Context: an optimization exercise on an open-source flow, tuned for small area. The choices shown serve that exercise and are no tape-out recipe.
Function was checked by simulation only, so behaviour that the tests miss may differ from the original.
No activity file was given, so power comes from the tool's default toggle rates.

==> flow/design.v (excerpt) <==
module system_top (
    input  wire         clk,
    input  wire         rst,
    input  wire         rx,
    output wire         tx,
    input  wire         miso,
    output wire         sclk,
    output wire         mosi,
    output wire         cs_n,
    output wire         nrst_pd,
    output wire [4:0]   pwm_servos,
    input  wire [4:0]   input_ir,
    output wire [4:0]   led_busy,
    output wire         led1, led2
);
    wire [31:0] UID;
    wire        card_OK;
    wire [1:0]  tick_ph;       
    wire [4:0]  busy_servo;
    wire [4:0]  go;
    wire [19:0] turns;
    assign led_busy = busy_servo;
    assign led2     = |busy_servo;
    rc522 rfid_inst (
        .clk(clk), .rst(rst), .miso(miso), .sclk(sclk), .mosi(mosi), .cs_n(cs_n),
        .nrst_pd(nrst_pd), .UID(UID), .card_OK(card_OK), .tick_ph(tick_ph)
    );
    uart_controller comm_inst (
        .clk(clk), .rst(rst), .rx(rx), .tx(tx), .led1(led1),
        .tick(&tick_ph), .UID(UID), .card_OK(card_OK), .ir_status(input_ir),
        .busy(busy_servo), .go(go), .turns(turns)
    );
    servo_bank servos (
        .clk(clk), .rst(rst), .go(go), .turns(turns),
        .pwm(pwm_servos), .busy(busy_servo)
    );
endmodule
For scale: roughly 26 I/O pins.
==> flow/config.mk <==
export PLATFORM = sky130hd
export DESIGN_NAME = system_top
export DESIGN_NICKNAME = system_top
export VERILOG_FILES = /design/flow/design.v
export SDC_FILE = /design/flow/constraint.sdc
export NUM_CORES = 4
export LEC_CHECK = 0
export CAP_MARGIN = 20
export CORE_MARGIN = 2
export CORE_UTILIZATION = 75
export CTS_CLUSTER_DIAMETER = 100
export CTS_CLUSTER_SIZE = 30
export SLEW_MARGIN = 20
==> flow/constraint.sdc <==
create_clock -name core_clock -period 8.0 [get_ports {clk}]
set_input_delay 1.6000 -clock core_clock [delete_from_list [all_inputs] [get_ports {clk}]]
set_output_delay 1.6000 -clock core_clock [all_outputs]
set_load 0.01 [all_outputs]
standard.sh (not shown) runs the stock make flow with config.mk's settings and CLKGATE_MAP_FILE= SYNTH_SCRIPT=/design/flow/synth_recipe.tcl, a recipe that flattens the netlist after the stock synthesis.
==> flow/flow/run.sh <==
#!/bin/bash
# Own layout flow: the standard synthesis; then its combinational logic
# is mapped again by ABC with an area-oriented script (flow/remap.abc), the
# registers kept as the standard synthesis made them; then the standard
# layout steps on that netlist. Each tool's output goes to a log file here.
set -euo pipefail
R=orfs/results/$FLOW_PLATFORM/system_top/base
YOSYS=yosys
if [[ -x $FLOW_HOME/../tools/install/yosys/bin/yosys ]]; then YOSYS=$FLOW_HOME/../tools/install/yosys/bin/yosys; fi
export REMAP_LIB=$FLOW_HOME/platforms/$FLOW_PLATFORM/lib/sky130_fd_sc_hd__tt_025C_1v80.lib

bash standard.sh synth > std_synth.log 2>&1
cp $R/1_2_yosys.v std_1_2_yosys.v
$YOSYS -c flow/remap1.tcl > remap1.log 2>&1
$YOSYS -c flow/remap2.tcl > remap2.log 2>&1
cp remapped.v $R/1_2_yosys.v
bash standard.sh > std_layout.log 2>&1
==> flow/flow/remap.abc <==
&get -n
&st
&deepsyn -T 60
&dch -f
&nf -a
&put
mfs2
&get -n
&st
&deepsyn -T 60
&dch -f
&nf -a
&put
mfs2
&get -n
&st
&dch -f
&nf -a
&put
topo
stime -c
dnsize -c
Other scripts of this flow, unchanged in this note and not shown: flow/flow/abc.constr, flow/flow/remap1.tcl, flow/flow/remap2.tcl
==> next run, changes <==
==> flow/flow/remap.abc (replaced) <==
&get -n
&st
&dc2
&dch -f
&nf -a
&put
mfs2
&get -n
&st
&dc2
&dch -f
&nf -a
&put
topo
stime -c
dnsize -c
- CORE_UTILIZATION: 75 -> 65
- CTS_CLUSTER_SIZE: 30 -> 28
Result: The changed run finished with timing, DRC and antenna clean. Final area grows by 3.6%. Total power shrinks by 2.4%. Fmax shrinks by 8.9%. Utilization shrinks by 11 points. Clock power is about the same.
==> next run, changes <==
==> flow/flow/remap.abc (replaced) <==
&get -n
&st
&deepsyn -T 60
&dch -f
&nf -a
&put
mfs2
&get -n
&st
&deepsyn -T 60
&dch -f
&nf -a
&put
mfs2
&get -n
&st
&dch -f
&nf -a
&put
topo
stime -c
dnsize -c
- CORE_UTILIZATION: 65 -> 82
After rerunning:
- The new run passed the timing, DRC and antenna checks
- area after synthesis drops by 3.4%
- non-clock buffer count climbs by 4
- die area drops by 23%
- sequential share of layout area climbs by 2.0 points
- flip-flop and latch count does not change
- sequential power stays flat
- cell area drops by 3.6%
- total power climbs by 3.8%
- combinational power climbs by 18%
- clock power barely changes
==> next run, changes <==
--- a/flow/flow/remap.abc
+++ b/flow/flow/remap.abc
@@ -8,5 +8,5 @@
 &get -n
 &st
-&deepsyn -T 60
+&dc2
 &dch -f
 &nf -a
- CORE_UTILIZATION: 82 -> 65
Outcome: Setup slack got worse by 0.53 ns; design area increases by 0.56%; flip-flop and latch count is unchanged; global-route usage goes down by 12 points; synthesized area stays flat; first-iteration DRC count fell by 40%; sequential share of layout area goes down by 0.31 points.
==> next run, changes <==
--- a/flow/flow/run.sh
+++ b/flow/flow/run.sh
@@ -15,3 +15,5 @@
 $YOSYS -c flow/remap2.tcl > remap2.log 2>&1
 cp remapped.v $R/1_2_yosys.v
-bash standard.sh > std_layout.log 2>&1
+# The port buffers are the smallest buffer rather than the one buffer_ports
+# picks by default.
+bash standard.sh "BUFFER_PORTS_ARGS=-buffer_cell sky130_fd_sc_hd__buf_1" finish > std_layout.log 2>&1
--- a/flow/flow/remap.abc
+++ b/flow/flow/remap.abc
@@ -8,5 +8,5 @@
 &get -n
 &st
-&dc2
+&deepsyn -T 60
 &dch -f
 &nf -a
=> The new run completed without violations. Setup slack is better by 0.46 ns. Register-to-register slack gains 0.46 ns. Routed wire length goes down by 1.6%. Sequential power is about the same. Synthesized area hardly moves. Final cell count rose by about 1%. Maximum frequency goes up by 11%. Power is lower by about 1.7%.

port drivers added, routing unchanged:
The flow's constraints put no driver on any port. The routed layouts listed below were extracted and timed again, unchanged, in two steps. Step 1 assumes that a clkbuf_16 drives the clock port and a buf_2 every other input. Step 2 also shifts input and output timing later by t, the mid clock arrival at the registers, as if the neighbouring blocks saw the same clock. Three values: ideal, step 1, step 2; two values: the first two.
run | t, ns | slack for setup (ns) | hold WS [ns]
the first run | 0.611 | 3.588 / 3.588 / 3.368 | 0.338 / 0.338 / 0.338
the second run | 0.607 | 3.156 / 3.156 / 3.156 | 0.351 / 0.351 / 0.351
the third run | 0.606 | 3.732 / 3.732 / 3.537 | 0.349 / 0.349 / 0.349
the fourth run | 0.605 | 3.206 / 3.206 / 3.206 | 0.351 / 0.351 / 0.351
the fifth run | 0.601 | 3.670 / 3.670 / 3.477 | 0.358 / 0.358 / 0.358
After both steps every run listed still meets setup and hold. For the first run, which loses most, drivers alone change the setup slack by 0.000 ns; drivers and shift together by -0.220 ns.
